From an optimization exercise on the open Yosys and OpenROAD flow, aimed at small area; shortcuts taken in it are not production practice. The RTL was checked by simulation tests, not by an equivalence proof against the original design. Power is estimated from default activity; no workload was simulated.

==> run a <==
Design SportWatch, start of the top module:
module SportWatch(
    input clk,
    input rst,
    input [3:0] btn,
    input [1:0] sw,
    output reg [3:0] mode_led,
    output wire cdown_done_signal,
    output wire alarm_ring,
    output wire alarm_ready,
    output wire [6:0] left_seg,
    output wire [3:0] left_dig,
    output wire [6:0] right_seg,
    output wire [3:0] right_dig
);
==> module SportWatch, before the edit <==
module SportWatch(
    input clk,
    input rst,
    input [3:0] btn,
    input [1:0] sw,
    output reg [3:0] mode_led,
    output wire cdown_done_signal,
    output wire alarm_ring,
    output wire alarm_ready,
    output wire [6:0] left_seg,
    output wire [3:0] left_dig,
    output wire [6:0] right_seg,
    output wire [3:0] right_dig
);
    wire [4:0] hour_clock, hour_countup, alarm_hour, setup_hour;
    wire [5:0] minute_clock, minute_countup, alarm_minute, setup_minute;
    wire [5:0] second_clock, second_countup;
    wire [6:0] hundredth_clock, hundredth_countup;
    wire [6:0] minute_countdown, second_countdown, hundredth_countdown;
    wire reset_clock;
    reg start_signal;
    wire start_countup, start_countdown, start_alarm, start_setup;
    reg reset_signal;
    wire reset_countup, reset_countdown, reset_alarm, reset_setup;
    wire load_signal, save_signal;
    wire add_second, add_minute;
    wire add_hour_alarm, add_minute_alarm;
    wire add_hour_setup, add_minute_setup;
    wire [5:0] count0;
    reg held_long;              
    reg reset_active;
    wire setup_ready;
    wire [3:0] button;
    reg button3_last;
    reg [3:0] scan;             
    wire mode_change = button[3] && !button3_last;
    signal_controller SignalController(
        .clk(clk), .rst(rst),
        .start(start_signal), .reset(reset_signal),
        .button(button[2:1]), .state(mode_led), .change(mode_change),
        .start_countup(start_countup), .reset_countup(reset_countup), .btn2_countup(save_signal), .btn1_countup(load_signal),
        .start_countdown(start_countdown), .reset_countdown(reset_countdown), .btn2_countdown(add_minute), .btn1_countdown(add_second),
        .start_alarm(start_alarm), .reset_alarm(reset_alarm), .btn2_alarm(add_hour_alarm), .btn1_alarm(add_minute_alarm),
        .start_setup(start_setup), .reset_setup(reset_setup), .btn2_setup(add_hour_setup), .btn1_setup(add_minute_setup),
        .reset_clock(reset_clock)
    );
    debouncer Debounce(.clk(clk), .rst(rst), .button(btn), .debounced_button(button), .count0(count0));
    clock Clock(
        .clk(clk), .rst(rst), .reset(reset_clock),
        .setup_ready(setup_ready), .alarm_ready(alarm_ready),
        .alarm_hour(alarm_hour), .alarm_minute(alarm_minute),
        .setup_hour(setup_hour), .setup_minute(setup_minute),
        .hour(hour_clock), .minute(minute_clock), .second(second_clock), .hundredth(hundredth_clock),
        .alarm_ring(alarm_ring)
    );
    count_up CountUpMode(
        .clk(clk), .rst(rst), .reset(reset_countup), .start(start_countup),
        .save_time_signal(save_signal), .load_time_signal(load_signal), .slot(sw),
        .hour(hour_countup), .minute(minute_countup), .second(second_countup), .hundredth(hundredth_countup)
    );
    count_down CountDownMode(
        .clk(clk), .rst(rst), .reset(reset_countdown), .start(start_countdown),
        .add_minute_signal(add_minute), .add_second_signal(add_second),
        .minute(minute_countdown), .second(second_countdown), .hundredth(hundredth_countdown),
        .done_signal(cdown_done_signal)
    );
    alarm AlarmMode(
        .clk(clk), .rst(rst), .reset(reset_alarm), .start(start_alarm),
        .add_hour_signal(add_hour_alarm), .add_minute_signal(add_minute_alarm),
        .alarm_hour(alarm_hour), .alarm_minute(alarm_minute), .alarm_set(alarm_ready)
    );
    setup SetupMode(
        .clk(clk), .rst(rst), .reset(reset_setup), .start(start_setup),
        .add_hour_signal(add_hour_setup), .add_minute_signal(add_minute_setup),
        .setup_hour(setup_hour), .setup_minute(setup_minute), .setup_ready(setup_ready)
    );
    wire reset_reached = count0[5] & count0[4];    
    always @(posedge clk) begin
      if (rst) begin
        mode_led <= 4'b0000;
        start_signal <= 0;
        button3_last <= 0;
        held_long <= 0;
        reset_signal <= 0;
        reset_active <= 0;
        scan <= 0;
      end else begin
        scan <= scan + 4'd1;
        if (mode_change) begin
            mode_led <= {mode_led[2:0], ~|mode_led};
            start_signal <= 0;
        end
        button3_last <= button[3];
        held_long <= count0 >= 6'd10;
        if (button[0]) begin
            if (reset_reached) begin
                reset_signal <= 1;
                reset_active <= 1;
                start_signal <= 0;
            end
        end else begin
            if (held_long) begin
                if (!reset_active) start_signal <= ~start_signal;
            end
            else reset_signal <= 0;
            reset_active <= 0;
        end
      end
    end
    reg [6:0] left_value, right_value;
    always @(*) begin
        case (mode_led)
            4'b1000: begin
                left_value  = scan[3] ? hour_countup   : minute_countup;
                right_value = scan[3] ? second_countup : hundredth_countup;
            end
            4'b0100: begin
                left_value  = scan[3] ? 7'd0             : minute_countdown;
                right_value = scan[3] ? second_countdown : hundredth_countdown;
            end
            4'b0010: begin
                left_value  = scan[3] ? hour_clock : minute_clock;
                right_value = scan[3] ? alarm_hour : alarm_minute;
            end
            4'b0001: begin
                left_value  = scan[3] ? hour_clock : minute_clock;
                right_value = scan[3] ? setup_hour : setup_minute;
            end
            default: begin
                left_value  = scan[3] ? hour_clock   : minute_clock;
                right_value = scan[3] ? second_clock : hundredth_clock;
            end
        endcase
    end
    display_segment Dis7SegLeft(.value(left_value), .tens(scan[2]), .segment(left_seg));
    display_segment Dis7SegRight(.value(right_value), .tens(scan[2]), .segment(right_seg));
    assign left_dig = 4'b0001 << scan[3:2];
    assign right_dig = left_dig;
endmodule
==> module setup, before the edit <==
module setup(
    input clk,
    input rst,
    input reset,
    input start,
    input add_hour_signal,
    input add_minute_signal,
    output reg [4:0] setup_hour,
    output reg [5:0] setup_minute,
    output reg setup_ready
    );
    reg add_hour_last, add_min_last;
    wire add_hour_edge = add_hour_last && (!add_hour_signal);
    wire add_min_edge = add_min_last && (!add_minute_signal);
    reg [4:0] ready_counter;
    wire ready_fb = (ready_counter[3] & ready_counter[4])
                  | (ready_counter[0] & !ready_counter[3] & !ready_counter[4]);
    always @(posedge clk) begin
        if (rst) begin
            add_hour_last <= 0;
            add_min_last <= 0;
        end else begin
            add_hour_last <= add_hour_signal;
            add_min_last <= add_minute_signal;
        end
    end
    always @(posedge clk) begin
        if (rst || reset) begin
            setup_hour <= 0;
            setup_minute <= 0;
            setup_ready <= 0;
            ready_counter <= 0;
        end else begin
            if (add_hour_edge) setup_hour <= (setup_hour == 5'd23) ? 5'd0 : setup_hour + 5'd1;
            if (add_min_edge) setup_minute <= (setup_minute == 6'd59) ? 6'd0 : setup_minute + 6'd1;
            if (start && ready_counter == 0) begin
                setup_ready <= 1;
                ready_counter <= 5'b00001;
            end else begin
                ready_counter <= {ready_counter[3:0], ready_fb};    
                if (ready_counter == 0) setup_ready <= 0;           
            end
        end
    end
endmodule
export LEC_CHECK = 0
export CAP_MARGIN = 10
export CORE_MARGIN = 2
export CORE_UTILIZATION = 35
export SLEW_MARGIN = 10
create_clock -name core_clock -period 10.0 [get_ports {clk}]
standard.sh (not shown) runs the stock make flow with config.mk's settings and CLKGATE_MAP_FILE= SYNTH_SCRIPT=/design/flow/synth_recipe.tcl, a recipe that flattens the netlist after the stock synthesis.
==> flow/flow/run.sh <==
#!/bin/bash
# Own layout flow:
#  1. the standard synthesis, unchanged;
#  2. its combinational logic re-mapped for area by ABC, with the registers,
#     their names and their cell types kept: two rounds, each running four
#     ABC recipes side by side on the best netlist so far and keeping the
#     smallest result;
#  3. the standard layout, with buf_1 port buffers and a clock tree of
#     clkbuf_4 without dummy loads.
# Each tool writes its full output to a log file here.
set -uo pipefail
W=$(pwd)
R=$W/orfs/results/sky130hd/SportWatch/base
LIB=$FLOW_HOME/platforms/sky130hd/lib/sky130_fd_sc_hd__tt_025C_1v80.lib

bash standard.sh synth > synth.log 2>&1 || { echo "synth failed"; exit 1; }
cp $R/1_2_yosys.v $W/synth_standard.v

DU=""
for c in sky130_fd_sc_hd__probe_p_8 sky130_fd_sc_hd__probec_p_8 sky130_fd_sc_hd__lpflow_bleeder_1 sky130_fd_sc_hd__lpflow_clkbufkapwr_1 sky130_fd_sc_hd__lpflow_clkbufkapwr_16 sky130_fd_sc_hd__lpflow_clkbufkapwr_2 sky130_fd_sc_hd__lpflow_clkbufkapwr_4 sky130_fd_sc_hd__lpflow_clkbufkapwr_8 sky130_fd_sc_hd__lpflow_clkinvkapwr_1 sky130_fd_sc_hd__lpflow_clkinvkapwr_16 sky130_fd_sc_hd__lpflow_clkinvkapwr_2 sky130_fd_sc_hd__lpflow_clkinvkapwr_4 sky130_fd_sc_hd__lpflow_clkinvkapwr_8 sky130_fd_sc_hd__lpflow_decapkapwr_12 sky130_fd_sc_hd__lpflow_decapkapwr_3 sky130_fd_sc_hd__lpflow_decapkapwr_4 sky130_fd_sc_hd__lpflow_decapkapwr_6 sky130_fd_sc_hd__lpflow_decapkapwr_8 sky130_fd_sc_hd__lpflow_inputiso0n_1 sky130_fd_sc_hd__lpflow_inputiso0p_1 sky130_fd_sc_hd__lpflow_inputiso1n_1 sky130_fd_sc_hd__lpflow_inputiso1p_1 sky130_fd_sc_hd__lpflow_inputisolatch_1 sky130_fd_sc_hd__lpflow_isobufsrc_1 sky130_fd_sc_hd__lpflow_isobufsrc_16 sky130_fd_sc_hd__lpflow_isobufsrc_2 sky130_fd_sc_hd__lpflow_isobufsrc_4 sky130_fd_sc_hd__lpflow_isobufsrc_8 sky130_fd_sc_hd__lpflow_isobufsrckapwr_16 sky130_fd_sc_hd__lpflow_lsbuf_lh_hl_isowell_tap_1 sky130_fd_sc_hd__lpflow_lsbuf_lh_hl_isowell_tap_2 sky130_fd_sc_hd__lpflow_lsbuf_lh_hl_isowell_tap_4 sky130_fd_sc_hd__lpflow_lsbuf_lh_isowell_4 sky130_fd_sc_hd__lpflow_lsbuf_lh_isowell_tap_1 sky130_fd_sc_hd__lpflow_lsbuf_lh_isowell_tap_2 sky130_fd_sc_hd__lpflow_lsbuf_lh_isowell_tap_4 sky130_fd_sc_hd__fill_1 sky130_fd_sc_hd__fill_2 sky130_fd_sc_hd__fill_4 sky130_fd_sc_hd__fill_8 ; do DU="$DU -dont_use $c"; done

recipe() {   # recipe <kind> <seed>
  case $1 in
    a) printf 'strash\n&get -n\n&deepsyn -T 60 -S %s\n&put\ndch -f\namap\n&get -n\n&dch -f\n&nf -a -R 1000\n&put\n' $2 ;;
    b) printf 'strash\n&get -n\n&deepsyn -T 60 -S %s\n&dch -f\n&nf -a -R 1000\n&put\n' $2 ;;
    c) printf 'strash\n&get -n\n&deepsyn -T 60 -S %s\n&put\ndch -f\nmap -a\n&get -n\n&dch\n&nf -a -R 1000\n&put\n' $2 ;;
  esac
}

resynth() {  # resynth <input netlist> <tag> <kind> <seed>
  recipe $3 $4 > resynth_$2.abc
  cat > resynth_$2.ys <<EOY
read_liberty -ignore_miss_func $LIB
read_verilog $1
hierarchy -top SportWatch
setattr -mod -set keep_hierarchy 1 sky130_fd_sc_hd__df* sky130_fd_sc_hd__edf* sky130_fd_sc_hd__sdf* sky130_fd_sc_hd__dl*
flatten
opt_clean -purge
abc -liberty $LIB $DU -script $W/resynth_$2.abc SportWatch
opt_clean -purge
setundef -zero
hilomap -singleton -hicell sky130_fd_sc_hd__conb_1 HI -locell sky130_fd_sc_hd__conb_1 LO
splitnets
opt_clean -purge
insbuf -buf sky130_fd_sc_hd__buf_4 A X
select SportWatch
tee -o $W/resynth_$2.stat stat -liberty $LIB
write_verilog -noattr -nohex -nodec -selected $W/resynth_$2.v
EOY
  timeout 600 yosys -s resynth_$2.ys > resynth_$2.log 2>&1
}

best_v=$W/synth_standard.v; best_area=""
pick() {     # pick <tags...>: keep the smallest valid netlist
  for t in "$@"; do
    a=$(grep "Chip area for module" resynth_$t.stat 2>/dev/null | head -1 | awk '{print $NF}')
    if [ -s resynth_$t.v ] && grep -q "^module SportWatch" resynth_$t.v && [ -n "$a" ]; then
      echo "recipe $t: area $a" >> resynth_choice.log
      if [ -z "$best_area" ] || awk "BEGIN{exit !($a < $best_area)}"; then best_v=$W/resynth_$t.v; best_area=$a; fi
    fi
  done
  echo "best so far: $best_v $best_area" >> resynth_choice.log
}

src=$best_v
resynth $src 1a a 1 & resynth $src 1b b 2 & resynth $src 1c c 3 & resynth $src 1d a 4 &
wait
pick 1a 1b 1c 1d
src=$best_v
resynth $src 2a a 5 & resynth $src 2b a 6 & resynth $src 2c c 7 & resynth $src 2d b 8 &
wait
pick 2a 2b 2c 2d

if [ "$best_v" != "$W/synth_standard.v" ]; then
  cp $best_v $R/1_2_yosys.v
  rm -f $R/1_synth.odb
else
  echo "resynthesis failed, keeping the standard netlist" >> resynth_choice.log
fi

bash standard.sh \
  BUFFER_PORTS_ARGS="-buffer_cell sky130_fd_sc_hd__buf_1" \
  CTS_ARGS="-sink_clustering_enable -repair_clock_nets -dont_use_dummy_load -buf_list sky130_fd_sc_hd__clkbuf_4 -sink_clustering_size 10 -sink_clustering_max_diameter 40" \
  finish > finish.log 2>&1 || { echo "layout failed"; exit 1; }
==> run b: changes against run a <==
--- a/flow/design.v
+++ b/flow/design.v
@@ -464,31 +464,19 @@
         end
       end
     end
-    reg [6:0] left_value, right_value;
-    always @(*) begin
-        case (mode_led)
-            4'b1000: begin
-                left_value  = scan[3] ? hour_countup   : minute_countup;
-                right_value = scan[3] ? second_countup : hundredth_countup;
-            end
-            4'b0100: begin
-                left_value  = scan[3] ? 7'd0             : minute_countdown;
-                right_value = scan[3] ? second_countdown : hundredth_countdown;
-            end
-            4'b0010: begin
-                left_value  = scan[3] ? hour_clock : minute_clock;
-                right_value = scan[3] ? alarm_hour : alarm_minute;
-            end
-            4'b0001: begin
-                left_value  = scan[3] ? hour_clock : minute_clock;
-                right_value = scan[3] ? setup_hour : setup_minute;
-            end
-            default: begin
-                left_value  = scan[3] ? hour_clock   : minute_clock;
-                right_value = scan[3] ? second_clock : hundredth_clock;
-            end
-        endcase
-    end
+    wire m_cup = mode_led[3], m_cdn = mode_led[2], m_alm = mode_led[1], m_stp = mode_led[0];
+    wire m_clk = ~(m_cup | m_cdn | m_alm | m_stp);
+    wire hi = scan[3], lo = ~scan[3];
+    wire [6:0] left_value =
+          ({7{m_cup & hi}} & {2'b00, hour_countup}) | ({7{m_cup & lo}} & {1'b0, minute_countup})
+        | ({7{m_cdn & lo}} & minute_countdown)
+        | ({7{~m_cup & ~m_cdn & hi}} & {2'b00, hour_clock}) | ({7{~m_cup & ~m_cdn & lo}} & {1'b0, minute_clock});
+    wire [6:0] right_value =
+          ({7{m_cup & hi}} & {1'b0, second_countup}) | ({7{m_cup & lo}} & hundredth_countup)
+        | ({7{m_cdn & hi}} & second_countdown) | ({7{m_cdn & lo}} & hundredth_countdown)
+        | ({7{m_alm & hi}} & {2'b00, alarm_hour}) | ({7{m_alm & lo}} & {1'b0, alarm_minute})
+        | ({7{m_stp & hi}} & {2'b00, setup_hour}) | ({7{m_stp & lo}} & {1'b0, setup_minute})
+        | ({7{m_clk & hi}} & {1'b0, second_clock}) | ({7{m_clk & lo}} & hundredth_clock);
     display_segment Dis7SegLeft(.value(left_value), .tens(scan[2]), .segment(left_seg));
     display_segment Dis7SegRight(.value(right_value), .tens(scan[2]), .segment(right_seg));
     assign left_dig = 4'b0001 << scan[3:2];
--- a/flow/flow/run.sh
+++ b/flow/flow/run.sh
@@ -2,7 +2,7 @@
 # Own layout flow:
 #  1. the standard synthesis, unchanged;
 #  2. its combinational logic re-mapped for area by ABC, with the registers,
-#     their names and their cell types kept: two rounds, each running four
+#     their names and their cell types kept: three rounds, each running four
 #     ABC recipes side by side on the best netlist so far and keeping the
 #     smallest result;
 #  3. the standard layout, with buf_1 port buffers and a clock tree of
@@ -21,9 +21,9 @@
 
 recipe() {   # recipe <kind> <seed>
   case $1 in
-    a) printf 'strash\n&get -n\n&deepsyn -T 60 -S %s\n&put\ndch -f\namap\n&get -n\n&dch -f\n&nf -a -R 1000\n&put\n' $2 ;;
-    b) printf 'strash\n&get -n\n&deepsyn -T 60 -S %s\n&dch -f\n&nf -a -R 1000\n&put\n' $2 ;;
-    c) printf 'strash\n&get -n\n&deepsyn -T 60 -S %s\n&put\ndch -f\nmap -a\n&get -n\n&dch\n&nf -a -R 1000\n&put\n' $2 ;;
+    a) printf 'strash\n&get -n\n&deepsyn -T 120 -S %s\n&put\ndch -f\namap\n&get -n\n&dch -f\n&nf -a -R 1000\n&put\n' $2 ;;
+    b) printf 'strash\n&get -n\n&deepsyn -T 120 -S %s\n&dch -f\n&nf -a -R 1000\n&put\n' $2 ;;
+    c) printf 'strash\n&get -n\n&deepsyn -T 120 -S %s\n&put\ndch -f\nmap -a\n&get -n\n&dch\n&nf -a -R 1000\n&put\n' $2 ;;
   esac
 }
 
@@ -70,6 +70,10 @@
 resynth $src 2a a 5 & resynth $src 2b a 6 & resynth $src 2c c 7 & resynth $src 2d b 8 &
 wait
 pick 2a 2b 2c 2d
+src=$best_v
+resynth $src 3a a 9 & resynth $src 3b c 10 & resynth $src 3c a 11 & resynth $src 3d b 12 &
+wait
+pick 3a 3b 3c 3d
 
 if [ "$best_v" != "$W/synth_standard.v" ]; then
   cp $best_v $R/1_2_yosys.v
==> run c: changes against run a <==
--- a/flow/design.v
+++ b/flow/design.v
@@ -324,9 +324,7 @@
     reg add_hour_last, add_min_last;
     wire add_hour_edge = add_hour_last && (!add_hour_signal);
     wire add_min_edge = add_min_last && (!add_minute_signal);
-    reg [4:0] ready_counter;
-    wire ready_fb = (ready_counter[3] & ready_counter[4])
-                  | (ready_counter[0] & !ready_counter[3] & !ready_counter[4]);
+    reg [4:0] ready_counter;    
     always @(posedge clk) begin
         if (rst) begin
             add_hour_last <= 0;
@@ -347,11 +345,10 @@
             if (add_min_edge) setup_minute <= (setup_minute == 6'd59) ? 6'd0 : setup_minute + 6'd1;
             if (start && ready_counter == 0) begin
                 setup_ready <= 1;
-                ready_counter <= 5'b00001;
-            end else begin
-                ready_counter <= {ready_counter[3:0], ready_fb};    
-                if (ready_counter == 0) setup_ready <= 0;           
-            end
+                ready_counter <= 5'd20;
+            end else if (ready_counter != 0)
+                ready_counter <= ready_counter - 5'd1;
+            else if (!start) setup_ready <= 0;
         end
     end
 endmodule
==> flow/flow/run.sh (replaced) <==
#!/bin/bash
# Own layout flow: the standard synthesis, then its combinational logic
# re-mapped for area by ABC (registers, their names and cell types kept),
# then the standard layout with small port buffers and a clock tree
# without dummy loads.
set -uo pipefail
W=$(pwd)
R=$W/orfs/results/sky130hd/SportWatch/base
LIB=$FLOW_HOME/platforms/sky130hd/lib/sky130_fd_sc_hd__tt_025C_1v80.lib

bash standard.sh synth > synth.log 2>&1 || { echo "synth failed"; exit 1; }
cp $R/1_2_yosys.v $W/synth_standard.v

DU=""
for c in sky130_fd_sc_hd__probe_p_8 sky130_fd_sc_hd__probec_p_8 sky130_fd_sc_hd__lpflow_bleeder_1 sky130_fd_sc_hd__lpflow_clkbufkapwr_1 sky130_fd_sc_hd__lpflow_clkbufkapwr_16 sky130_fd_sc_hd__lpflow_clkbufkapwr_2 sky130_fd_sc_hd__lpflow_clkbufkapwr_4 sky130_fd_sc_hd__lpflow_clkbufkapwr_8 sky130_fd_sc_hd__lpflow_clkinvkapwr_1 sky130_fd_sc_hd__lpflow_clkinvkapwr_16 sky130_fd_sc_hd__lpflow_clkinvkapwr_2 sky130_fd_sc_hd__lpflow_clkinvkapwr_4 sky130_fd_sc_hd__lpflow_clkinvkapwr_8 sky130_fd_sc_hd__lpflow_decapkapwr_12 sky130_fd_sc_hd__lpflow_decapkapwr_3 sky130_fd_sc_hd__lpflow_decapkapwr_4 sky130_fd_sc_hd__lpflow_decapkapwr_6 sky130_fd_sc_hd__lpflow_decapkapwr_8 sky130_fd_sc_hd__lpflow_inputiso0n_1 sky130_fd_sc_hd__lpflow_inputiso0p_1 sky130_fd_sc_hd__lpflow_inputiso1n_1 sky130_fd_sc_hd__lpflow_inputiso1p_1 sky130_fd_sc_hd__lpflow_inputisolatch_1 sky130_fd_sc_hd__lpflow_isobufsrc_1 sky130_fd_sc_hd__lpflow_isobufsrc_16 sky130_fd_sc_hd__lpflow_isobufsrc_2 sky130_fd_sc_hd__lpflow_isobufsrc_4 sky130_fd_sc_hd__lpflow_isobufsrc_8 sky130_fd_sc_hd__lpflow_isobufsrckapwr_16 sky130_fd_sc_hd__lpflow_lsbuf_lh_hl_isowell_tap_1 sky130_fd_sc_hd__lpflow_lsbuf_lh_hl_isowell_tap_2 sky130_fd_sc_hd__lpflow_lsbuf_lh_hl_isowell_tap_4 sky130_fd_sc_hd__lpflow_lsbuf_lh_isowell_4 sky130_fd_sc_hd__lpflow_lsbuf_lh_isowell_tap_1 sky130_fd_sc_hd__lpflow_lsbuf_lh_isowell_tap_2 sky130_fd_sc_hd__lpflow_lsbuf_lh_isowell_tap_4 sky130_fd_sc_hd__fill_1 sky130_fd_sc_hd__fill_2 sky130_fd_sc_hd__fill_4 sky130_fd_sc_hd__fill_8 ; do DU="$DU -dont_use $c"; done
cat > resynth.abc <<'EOA'
strash
&get -n
&deepsyn -T 60
&put
dch -f
map -a
&get -n
&dch
&nf -a -R 1000
&put
EOA
cat > resynth.ys <<EOY
read_liberty -ignore_miss_func $LIB
read_verilog $W/synth_standard.v
hierarchy -top SportWatch
setattr -mod -set keep_hierarchy 1 sky130_fd_sc_hd__df* sky130_fd_sc_hd__edf* sky130_fd_sc_hd__sdf* sky130_fd_sc_hd__dl*
flatten
opt_clean
abc -liberty $LIB $DU -script $W/resynth.abc SportWatch
opt_clean
setundef -zero
hilomap -singleton -hicell sky130_fd_sc_hd__conb_1 HI -locell sky130_fd_sc_hd__conb_1 LO
splitnets
opt_clean -purge
insbuf -buf sky130_fd_sc_hd__buf_4 A X
tee -o $W/resynth_stat.txt stat -liberty $LIB
select SportWatch
write_verilog -noattr -nohex -nodec -selected $W/resynth.v
EOY
yosys -s resynth.ys > resynth.log 2>&1
if [ -s resynth.v ] && grep -q "^module SportWatch" resynth.v; then
  cp resynth.v $R/1_2_yosys.v
  rm -f $R/1_synth.odb
else
  echo "resynthesis failed, keeping the standard netlist"
fi

bash standard.sh \
  BUFFER_PORTS_ARGS="-buffer_cell sky130_fd_sc_hd__buf_1" \
  CTS_ARGS="-sink_clustering_enable -repair_clock_nets -dont_use_dummy_load -buf_list sky130_fd_sc_hd__clkbuf_16 -sink_clustering_size 26 -sink_clustering_max_diameter 80" \
  finish > finish.log 2>&1 || { echo "layout failed"; exit 1; }
==> qor summary <==
quantity                                                   run b      run c      run a
Result of the run                       timing/DRC/antenna clean  timing/DRC/antenna clean  timing/DRC/antenna clean
Via Count                                                   8533       8615       8688
Area growth from synthesis to final layout                 9.08%      9.87%      9.10%
Post-synthesis instance area                           10700 µm²  10900 µm²  10800 µm²
Effective utilization at floorplan                         35.3%      35.5%      35.5%
Clock latency at the later pin of the worst-skew pair     620 ps     490 ps     620 ps
Leakage power of the design                              3.92 nW    4.23 nW    3.90 nW
Total design power                                       1.67 mW    1.79 mW    1.66 mW
CP Depth                                                      21         27         29
Cell Count Post-Placement                                   1503       1526       1528
Met2 track demand over resource in global routing          27.6%      27.3%      28.1%
Reported sequential group power                          1.10 mW    1.11 mW    1.10 mW
Largest net degree at the start of global routing             30         29         28
Reg-to-reg slack, setup                                  5540 ps    5790 ps    5870 ps
TritonCTS buffer count                                        36         15         37
Placed cell areas                                      11400 µm²  11500 µm²  11500 µm²
Post-layout instance count excluding filler cells           1539       1541       1565

## static timing again, ports no longer ideal
Ports are ideal in the flow. The routed layouts listed here were re-timed in OpenROAD.
Step 1 sets driving cells, clkbuf_16 on the clock port and buf_2 on the other inputs (assumed; they add their load-dependent delay and slew).
Step 2 adds t to the input delays and takes it off the output delays; t is the mean of the earliest and latest rising clock arrival at the registers after step 1. Input paths then give back, and output paths get back, about the clock's delay inside the block.
a / b / c = no drivers / after step 1 / after step 2; a / b = the first two.
run	t (ns)	setup WS [ns]	worst setup path after step 2	worst data-port slew with drivers (ns)
run a	0.641	1.969 / 1.933 / 2.575	register to output	0.04
run b	0.633	2.164 / 2.126 / 2.760	register to output	0.04
run c	0.526	1.983 / 1.937 / 2.462	register to output	0.04
After both steps setup and hold are still met in every run listed.
